What follows belongs to an exercise in optimizing a design on an open flow for small area; a production flow would make more cautious choices. Function was checked by simulation only, so behaviour that the tests miss may differ from the original. No activity file was given, so power comes from the tool's default toggle rates.

**flow/design.v**
```verilog
module cacheline (
    input clk,
    input reset,
    input os_req,
    input [8-1:0] hitmap,
    input user_req,
    input [32-1:0] addr,
    output reg hit
);
    reg [32-1:0] tags [8-1:0];
    reg [8-1:0] valid;
    reg [8-1:0] metadata;        
    reg [8-1:0] policy_hitmap;   
    reg [3-1:0] victim_way;  
    wire [8-1:0] match;
    genvar g;
    generate
        for (g = 0; g < 8; g = g + 1) begin : cmp
            assign match[g] = valid[g] & policy_hitmap[g] & (tags[g] == addr);
        end
    endgenerate
    wire any_match = |match;
    wire [8-1:0] hit_oh = match & ~(match - 1'b1);
    wire [8-1:0] cand = policy_hitmap & ~metadata;
    wire [8-1:0] vsrc = (|cand) ? cand : policy_hitmap;
    reg [3-1:0] vb;
    integer k;
    always @* begin
        vb = victim_way;
        for (k = 8-1; k >= 0; k = k - 1)
            if (vsrc[k]) vb = k;
    end
    wire lookup = !reset && !os_req && user_req;
    wire miss = lookup && !any_match;
    integer i;
    always @(posedge clk) begin
        for (i = 0; i < 8; i = i + 1)
            if (miss && vb == i) tags[i] <= addr;
    end
    always @(posedge clk) begin
        if (reset) begin
            valid <= 0;
            metadata <= 0;
            policy_hitmap <= 0;
            victim_way <= 0;
            hit <= 1'b0;
        end else if (os_req) begin
            policy_hitmap <= hitmap;
            hit <= 1'b0;
        end else if (user_req) begin
            hit <= any_match;
            if (any_match) begin
                metadata <= metadata | hit_oh;
            end else begin
                victim_way <= vb;
                for (i = 0; i < 8; i = i + 1) begin
                    if (vb == i) valid[i] <= 1'b1;
                    if (policy_hitmap[i]) metadata[i] <= (vb == i);
                end
            end
        end
    end
endmodule
```
**flow/flow/run.sh**
```bash
#!/bin/bash
# Standard ORFS layout (the standard.sh) with these changes: ports are
# buffered with buf_2, synthesis buffers are removed at floorplan, and CTS
# builds small clkbuf_8 leaf clusters without dummy loads.
set -euo pipefail
cd "$(dirname "$0")/.."
export BUFFER_PORTS_ARGS="-buffer_cell sky130_fd_sc_hd__buf_2"
export REMOVE_ABC_BUFFERS=1
export CTS_ARGS="-sink_clustering_enable -repair_clock_nets -dont_use_dummy_load -buf_list {sky130_fd_sc_hd__clkbuf_8} -sink_clustering_size 14 -sink_clustering_max_diameter 60"
bash standard.sh finish > standard.log 2>&1
```
**flow/standard.sh**
```bash
#!/bin/bash
# synth_recipe.tcl (not shown) runs the flow's synth.tcl, then flattens the netlist and writes it again
# the make line also repeats each setting of config.mk as NAME=value (left out here)
make -C /OpenROAD-flow-scripts/flow DESIGN_CONFIG=/design/flow/config.mk WORK_HOME=/design/flow/orfs CLKGATE_MAP_FILE= SYNTH_SCRIPT=/design/flow/synth_recipe.tcl "${@:-finish}"
```
**flow/config.mk**
```make
export PLATFORM = sky130hd
export DESIGN_NAME = cacheline
export DESIGN_NICKNAME = cacheline
export VERILOG_FILES = /design/flow/design.v
export SDC_FILE = /design/flow/constraint.sdc
export NUM_CORES = 4
export LEC_CHECK = 0
export CAP_MARGIN = 0
export CORE_MARGIN = 2
export CORE_UTILIZATION = 70
export GPL_TIMING_DRIVEN = 0
export SLEW_MARGIN = 0
```
**flow/constraint.sdc**
```tcl
create_clock -name core_clock -period 5.0 [get_ports {clk}]
set_input_delay 1.0000 -clock core_clock [delete_from_list [all_inputs] [get_ports {clk}]]
set_output_delay 1.0000 -clock core_clock [all_outputs]
set_load 0.01 [all_outputs]
```
==> results.rst, run 1 <==
.. list-table::
   :header-rows: 1

   * - Metric
     - Value
   * - Multiplexer area fraction after synthesis
     - less than 1%
   * - Vias in the first global route
     - 6771
   * - Via count of the routed design
     - ~7000
   * - Gate Count Post-Synth
     - around 840
   * - Count of hold-fix buffers inserted at cts
     - 0
   * - Ys Warns
     - 2
   * - Overall power after layout
     - around 4.1 mW
   * - Yosys top cell area share
     - 61.7%
   * - Dominant combinational cell family by area after synthesis
     - XOR/XNOR gates
   * - MaxCap Viol Count
     - 0
   * - Total overflow reported by the global router
     - 0
   * - Area added between synthesis and finish
     - 5.23%
   * - Predominant post-synthesis flop cell
     - edfxtp_1
   * - Slew at the pin closest to its max-slew limit
     - about 1 ns
   * - Root Buffer Master
     - clkbuf_8
   * - Adder-cell area share of the yosys netlist
     - 0%
   * - Synthesized cell area
     - about 12000 um^2
   * - Post-synth top cells
     - 256 x edfxtp_1, 209 x xor2_1, 49 x nor4_1, 47 x xnor2_1, 29 x nor2_1
   * - Aggregate global-route resource usage
     - between 20% and 30%
   * - Worst-case setup margin in the final layout
     - 0.786 ns
   * - Post-layout nets
     - slightly above 900
   * - Total leakage power
     - between 4 and 5 nW
   * - Placed instance count
     - about 1100
   * - Per-cell routed wire length
     - 24.4 um
   * - Worst slack, placed
     - roughly 0.31 ns
   * - Total negative setup slack
     - 0 ns
   * - Clock transition at the register clock pins on the worst setup and hold paths after CTS
     - 0.10 ns
   * - Detailed Place HPWL
     - 17100 um
   * - Initial antenna violation count
     - 0
   * - Fin crit period
     - 4.21 ns
   * - Buffers added on ports
     - 44
   * - Remaining design rule violation count
     - 0
   * - Synth Register Bits
     - about 280
   * - Final setup viols
     - 0
   * - Peak ir drop on the vdd network
     - 306 uV
   * - CP Data Required Time
     - slightly above 5 ns
   * - # Post-CTS Setup Buffers
     - 0
   * - Number of nets with antenna violations after routing
     - 0
   * - Inserted Clock Buffers
     - 24
   * - Skew final
     - roughly 0.055 ns
   * - Horizontal die dimension
     - 137 um
   * - Register-to-register setup slack
     - approximately 1.3 ns
   * - Total Routed Length
     - ~27000 um
   * - Post-layout instance count excluding filler cells
     - around 1100
   * - Asr flop ratio synth
     - 0%
   * - Core Rows
     - 48
   * - Fraction of layout instances using a drive strength above 1
     - around 11%
   * - RSZ-0062 raised after global routing
     - no
   * - Vias per std cell
     - around 6.3
   * - Most area-hungry cell type in the Yosys netlist
     - edfxtp_1
   * - CTS sink cnt
     - 284
   * - Period Utilization, post-route
     - a little over four fifths
   * - Area fraction in and, or, nand and nor cells after synthesis
     - approximately 9%
   * - Initial core utilization
     - a little over 70%
   * - Number of synthesized flops with an enable pin
     - 256
   * - Sequential cell area fraction in the yosys report
     - ~66%
   * - Post-synth cell types
     - 60
   * - Type of origin of the critical path
     - input pin
   * - Fin. Hold Viols
     - 0
   * - Peak clock frequency supported by timing
     - 0.237 GHz
   * - Result of the run
     - timing/DRC/antenna clean
   * - Post-Synth XOR/XNOR Area
     - a little under a fifth
   * - Remaining max-slew budget at the tightest pin
     - ~35%
   * - Clock insertion delay at the later pin of the skew report
     - between 0.5 and 0.6 ns
   * - Clock Tree Buf Depth
     - 3
   * - Io pins
     - 45
   * - Final Core Density
     - 75.5%
   * - Pin count of the biggest net entering global routing
     - 33
   * - Height of the die
     - between 100 and 150 um
   * - Worst path arrival time
     - ~4.4 ns
   * - Final RePlAce weighted congestion
     - 0.878
   * - Worst Path Max Fanout
     - 32
   * - First-pass GRT wire length
     - 39700 um
   * - Number of design-rule violations left by the first detailed-router iteration
     - around 630
   * - Die area
     - ~19000 um^2
   * - N_diodes
     - 0
   * - Post_cts resized
     - 0
   * - Area of the placeable core
     - about 17000 um^2
   * - H-tree level count
     - 1
   * - Most frequent cell after synthesis
     - edfxtp_1
   * - CTS tree
     - built
   * - Critical setup path kind
     - in2reg
   * - Number of detailed-routing iterations run before antenna repair
     - 5
   * - Worst hold path cell count
     - 2
   * - Mean area per synthesized cell
     - 14.8 um^2
   * - Worst Hold Class
     - reg2reg
   * - Synth top area cells
     - edfxtp_1 62%, xor2_1 15%, dfxtp_1 4.5%
   * - Synth Area in Compound Gates
     - roughly 3.2%
   * - Final slew viol count
     - 0
   * - Pwr/cell area
     - 313 nW/um^2
   * - CP endpoint kind
     - flip-flop
   * - Length in cells of the worst reg-to-reg path
     - 9
-- logic make-up after synthesis --
logic type	count (synthesis)
muxes	11
and+or+nand+nor	190
buffers and inverters	47
xor gates and xnor gates	256
DFF	284
AOI/OAI and AO/OA	54
-- placed cells by master, fill, tap and decap left out, drive strengths merged, types with 2 or more instances in the layout --
cell type,instances
edfxtp,256
xor2,209
nor4,57
xnor2,47
buf,46
nor2,31
dfxtp,28
clkbuf,24
nand2,23
nand4,21
nor3,17
nand3,15
a21oi,13
mux2i,10
o21ai,10
nand2b,9
inv,7
o2bb2ai,4
a31oi,3
a211oi,3
a31o,3
nand3b,3
o2111ai,2
a22oi,2
a21o,2
and2,2
or4,2
a32oi,2
a221oi,2
nor3b,2
-- where the power goes --
group          total, mW  internal, mW  leakage (nW)  switching (mW)
Combinational      0.346         0.110          1.60           0.237
Sequential          2.64          2.62          2.53          0.0228
Clock               1.11         0.429         0.173           0.685
Total               4.10          3.16          4.30           0.945
-- stage by stage --
stage / area, um^2 / hold slack, ns
floorplan: 12200 / 0.420
global placement: 12700 / 0.436
detailed placement: 12800 / 0.444
CTS: 13100 / 0.457
global route: 13100 / 0.474
finish: 13100 / 0.458
-- worst max-delay path, stage by stage --
cell and delay [ns]:
buf_2 0.48, xnor2_1 0.14, nand4_1 0.12, nor4_1 0.13
a31oi_1 0.38, nor3b_2 0.45, and3_4 0.46, nand3b_2 0.33
nor2_4 0.86
-- flip-flops by register name (all words and copies together) (netlist names) --
name / flops
tags: 256
policy_hitmap: 8
valid: 8
hit: 1
victim_way: 3
metadata: 8
-- layout make-up --
type	count	area [um^2]
clock buffer	24	330
fill	1048	4260
inverter	7	26.3
multi-input combinational	511	3940
sequential	284	8250
tap	225	282
timing repair buffer	46	275
-- metal layers --
metal | GRT usage, % | share of wire (%) | vias to the layer above
met2 | 46.5 | 47 | 301
met1 | 42.1 | 42 | 3458
li1 | - | - | 3117
met3 | 5.08 | 7.5 | 47
met5 | 0 | 0 | -
met4 | 8.99 | 2.8 | 0
-- path summary, 6_finish.rpt --
check / start / to
min: valid[0] / valid[0]
max reg2reg: tags[6][7] / tags[1][16]
max: addr[29] / tags[5][0]
min reg2reg: valid[0] / valid[0]
==> run 2: changes to the inputs <==
==> flow/run.sh (new file) <==
#!/bin/bash
# synth_recipe.tcl (not shown) runs the flow's synth.tcl, then flattens the netlist and writes it again
# the make line also repeats each setting of config.mk as NAME=value (left out here)
make -C /OpenROAD-flow-scripts/flow DESIGN_CONFIG=/design/flow/config.mk WORK_HOME=/design/flow/orfs CLKGATE_MAP_FILE= SYNTH_SCRIPT=/design/flow/synth_recipe.tcl finish
==> flow/config.mk (replaced) <==
export PLATFORM = sky130hd
export DESIGN_NAME = cacheline
export DESIGN_NICKNAME = cacheline
export VERILOG_FILES = /design/flow/design.v
export SDC_FILE = /design/flow/constraint.sdc
export NUM_CORES = 4
export LEC_CHECK = 0
export CAP_MARGIN = 20
export CORE_MARGIN = 2
export CORE_UTILIZATION = 40
export SLEW_MARGIN = 20
removed: flow/flow/run.sh
removed: flow/standard.sh
==> run 2 against run 1 <==
Still clean on timing, DRC and antenna. First-iteration DRC count shrank 3.9%. Non-clock buffer count grew 74. Core utilization is 27 points lower. Power up 28%. Wire length is 12% higher. Largest power group unchanged. Highest routed layer unchanged.
==> results.rst, run 2 <==
.. list-table::
   :header-rows: 1

   * - Metric
     - Value
   * - Worst hold path cell count
     - 2 (unchanged)
   * - Worst-case setup margin in the final layout
     - 0.768 ns (was 0.786 ns)
   * - Flip-flop count of the largest register, all copies and words added
     - 256 (unchanged)
   * - Synthesized cell area
     - 12500 um^2 (unchanged)
   * - Worst slack, placed
     - 0.210 ns (was 0.314 ns)
   * - Result of the run
     - timing/DRC/antenna clean (unchanged)
   * - Peak clock frequency supported by timing
     - 0.236 GHz (was 0.237 GHz)
   * - Fin crit period
     - 4.23 ns (was 4.21 ns)
   * - Most common library cell in the layout ignoring fill and taps
     - edfxtp_1 (unchanged)
   * - Worst Hold Class
     - reg2reg (unchanged)
   * - Inserted Clock Buffers
     - 30 (was 24)
   * - Clock transition at the register clock pins on the worst setup and hold paths after CTS
     - 0.06 ns (was 0.10 ns)
   * - Most frequent cell after synthesis
     - edfxtp_1 (unchanged)
   * - Initial antenna violation count
     - 0 (unchanged)
   * - Die area
     - 32600 um^2 (was 18900 um^2)
   * - Clock Tree Buf Depth
     - 3 (unchanged)
   * - Vias in the first global route
     - 6866 (was 6771)
   * - # Post-CTS Setup Buffers
     - 0 (unchanged)
   * - Switching power total
     - 1.21 mW (was 0.945 mW)
   * - Total negative setup slack
     - 0 ns (unchanged)
   * - Core Rows
     - 64 (was 48)
   * - Combined buffer and inverter count along the critical path
     - 3 (was 1)
   * - Number of detailed-routing iterations run before antenna repair
     - 4 (was 5)
   * - Number of synthesized flops with an enable pin
     - 256 (unchanged)
   * - Slowest cell on crit path
     - nor2_4 (unchanged)
   * - Total leakage power
     - 5.02 nW (was 4.30 nW)
   * - Overall power after layout
     - 5.27 mW (was 4.10 mW)
   * - Type of origin of the critical path
     - input pin (unchanged)
   * - Cell family with most CP delay
     - simple AND/OR/NAND/NOR gates (unchanged)
   * - Critical hold path startpoint
     - valid[0] (unchanged)
   * - CP endpoint kind
     - flip-flop (unchanged)
   * - Post_cts resized
     - 0 (unchanged)
   * - Clock insertion delay at the later pin of the skew report
     - 0.59 ns (was 0.56 ns)
   * - CP Data Required Time
     - 5.17 ns (was 5.15 ns)
   * - Final slew viol count
     - 0 (unchanged)
   * - Endpoint of the worst register-to-register path
     - tags[2][9] (was tags[1][16])
   * - Skew final
     - 0.0490 ns (was 0.0546 ns)
   * - Remaining design rule violation count
     - 0 (unchanged)
   * - CTS sink cnt
     - 284 (unchanged)
   * - Post-synth top cells
     - 256 x edfxtp_1, 209 x xor2_1, 49 x nor4_1, 47 x xnor2_1, 29 x nor2_1 (unchanged)
   * - Predominant post-synthesis flop cell
     - edfxtp_1 (unchanged)
   * - Buffers added on ports
     - 44 (unchanged)
   * - Yosys top cell area share
     - 61.7% (unchanged)
   * - Final RePlAce weighted congestion
     - 0.845 (was 0.878)
   * - H-tree level count
     - 1 (unchanged)
   * - Initial core utilization
     - 40.7% (was 71.7%)
   * - Fin. Hold Viols
     - 0 (unchanged)
   * - Ordered cell list for the critical path
     - clkdlybuf4s50_1 > buf_4 > xnor2_1 > nand4_1 > nor4_1 > a31oi_1 > nor3b_2 > and3_4 > nand3_2 > buf_4 > nor2_4 (was buf_2 > xnor2_1 > nand4_1 > nor4_1 > a31oi_1 > nor3b_2 > and3_4 > nand3b_2 > nor2_4)
   * - Count of hold-fix buffers inserted at cts
     - 0 (unchanged)
   * - Synth top area cells
     - edfxtp_1 62%, xor2_1 15%, dfxtp_1 4.5% (unchanged)
   * - Ys Warns
     - 2 (unchanged)
   * - Aggregate global-route resource usage
     - 18.3% (was 29.3%)
   * - Pin count of the biggest net entering global routing
     - 33 (unchanged)
   * - Reg with most FFs
     - tags (unchanged)
   * - FF/Latch Area
     - 8250 um^2 (unchanged)
   * - Area added between synthesis and finish
     - 20.0% (was 5.23%)
   * - Source of the worst register-to-register timing path
     - policy_hitmap[6] (was tags[6][7])
   * - Final setup viols
     - 0 (unchanged)
   * - CP dominant cell by count
     - buf_4
   * - Critical setup path kind
     - in2reg (unchanged)
   * - Highest-count cells in the layout ignoring fill and taps
     - 256 x edfxtp_1, 209 x xor2_1, 57 x buf_4 (was 256 x edfxtp_1, 209 x xor2_1, 49 x nor4_1)
   * - Post-synth cell types
     - 60 (unchanged)
   * - Total area of multi-input combinational cells
     - 3940 um^2 (unchanged)
   * - Worst Path Max Fanout
     - 32 (unchanged)
   * - Total Routed Length
     - 29800 um (was 26700 um)
   * - Post-layout nets
     - 998 (was 918)
   * - Per-cell routed wire length
     - 21.7 um (was 24.4 um)
   * - Detailed Place HPWL
     - 20300 um (was 17100 um)
   * - Most area-hungry cell type in the Yosys netlist
     - edfxtp_1 (unchanged)
   * - Proportion of power drawn by combinational gates
     - 8.1% (was 8.4%)
   * - Gate Count Post-Synth
     - 842 (unchanged)
   * - Period Utilization, post-route
     - 84.6% (was 84.3%)
   * - N_diodes
     - 0 (unchanged)
   * - Hold worst-path end
     - valid[0] (unchanged)
   * - Synth Register Bits
     - 284 (unchanged)
   * - Fraction of power spent switching nets
     - 22.9% (was 23.0%)
   * - Mean area per synthesized cell
     - 14.8 um^2 (unchanged)
   * - Root Buffer Master
     - clkbuf_16 (was clkbuf_8)
   * - Critical path's largest stage delay
     - 0.78 ns (was 0.86 ns)
   * - Number of design-rule violations left by the first detailed-router iteration
     - 609 (was 634)
   * - Asr flop ratio synth
     - 0% (unchanged)
   * - Total overflow reported by the global router
     - 0 (unchanged)
   * - Remaining max-slew budget at the tightest pin
     - 27.5% (was 34.5%)
   * - Length in cells of the worst reg-to-reg path
     - 9 (unchanged)
   * - Sequential share of power
     - 50.2% (was 64.4%)
   * - Horizontal die dimension
     - 180 um (was 137 um)
   * - Number of nets with antenna violations after routing
     - 0 (unchanged)
   * - First-pass GRT wire length
     - 44500 um (was 39700 um)
   * - Height of the die
     - 180 um (was 137 um)
   * - Register-to-register setup slack
     - 1.36 ns (was 1.28 ns)
   * - Internal power
     - 4.06 mW (was 3.16 mW)
   * - Sequential cell area fraction in the yosys report
     - 66.2% (unchanged)
   * - Final Core Density
     - 48.9% (was 75.5%)
   * - Peak ir drop on the vdd network
     - 256 uV (was 306 uV)
   * - Portion of total power attributed to the clock network
     - 41.7% (was 27.2%)
   * - Pwr/cell area
     - 352 nW/um^2 (was 313 nW/um^2)
   * - Vias per std cell
     - 5.08 (was 6.31)
   * - Placed instance count
     - 1316 (was 1073)
   * - Post-layout instance count excluding filler cells
     - 1373 (was 1097)
   * - RSZ-0062 raised after global routing
     - no (unchanged)
   * - Layout filler cell count
     - 2687 (was 1048)
   * - Fraction of layout instances using a drive strength above 1
     - 15.4% (was 11.5%)
   * - MaxCap Viol Count
     - 0 (unchanged)
   * - CTS tree
     - built (unchanged)
   * - WP depth
     - 11 (was 9)
   * - Io pins
     - 45 (unchanged)
   * - Area of the placeable core
     - 30600 um^2 (was 17400 um^2)
   * - Via count of the routed design
     - 6977 (was 6923)
   * - Worst path arrival time
     - 4.40 ns (was 4.36 ns)
   * - Slew at the pin closest to its max-slew limit
     - 1.08 ns (was 0.980 ns)
## run 2: cell families (layout without fill, tap and decap cells)
logic type,Yosys count,count (layout),synth area share (%)
compound gates,54,54,3.24
mux,11,11,0.925
xor+xnor,256,256,18.0
simple gates,190,190,8.99
buf+inv,47,182,2.59
flops,284,284,66.2
## run 2: power groups by stage
stage / logic [mW] / registers, mW / clock network [mW]
after global routing: 0.461 / 2.65 / 2.33
after CTS: 0.429 / 2.64 / 2.24
final: 0.426 / 2.64 / 2.20
after global placement: 0.424 / 2.69 / 0
after detailed placement: 0.426 / 2.69 / 0
after floorplan: 0.235 / 2.69 / 0
## run 2: how the worst max path moves through the flow
stage,from,to,slack (ns)
after detailed placement,addr[4],tags[2][22],0.21
after floorplan,os_req,tags[7][0],0.73
after global routing,addr[4],tags[2][15],0.57
final,addr[4],tags[2][9],0.77
after CTS,addr[4],tags[2][9],0.79
after global placement,addr[4],tags[2][24],0.30
## run 2: worst min-delay path: stages, from the launching register on
cell and delay [ns]:
dfxtp_1 0.31, inv_1 0.05, a21oi_1 0.05
## run 2: through the flow
step                      hold slack, ns  instance area (um^2)
after floorplan                    0.426                 12500
after global placement             0.436                 13900
after detailed placement           0.441                 13900
after CTS                          0.450                 14900
after global routing               0.484                 14900
final                              0.447                 14900
## run 2: metal layers
layer	share of wire (%)	vias up	track usage, %
met5	0	-	0
met3	4.2	39	2.89
met1	46	3478	26.2
met2	47	150	29.3
li1	-	3310	-
met4	2.2	0	4.39
## run 2: area by class of cell
| class | instances | share of cell area, % |
|---|---|---|
| sequential | 284 | 55.2 |
| inverter | 7 | 0.176 |
| clock buffer | 36 | 5.17 |
| clock inverter | 19 | 1.32 |
| tap | 396 | 3.32 |
| timing repair buffer | 120 | 8.46 |
| multi-input combinational | 511 | 26.4 |

==> what the ideal ports hide <==
No port has a modelled driver above. Below, the same layouts with a new extraction and two added sets of constraints. Step 1 sets driving cells, clkbuf_16 on the clock port and buf_2 on the other inputs (assumed; they add their load-dependent delay and slew). Step 2 times the ports against the registers' clock, not the clock port: input delays grow and output delays shrink by t, the midpoint of the rising clock arrivals with the driver on. Three values: no drivers, after step 1, after step 2; two values: the first two.
run | t (ns) | setup WS [ns] | cell pins on the clock port's net
run 1 | 0.573 | 0.786 / 0.805 / 0.232 | 1
run 2 | 0.611 | 0.768 / 0.794 / 0.183 | 1
After both steps setup and hold are still met in every run listed. The setup slack of run 2, which loses most, moves by +0.026 ns with the drivers and by -0.585 ns with both steps.
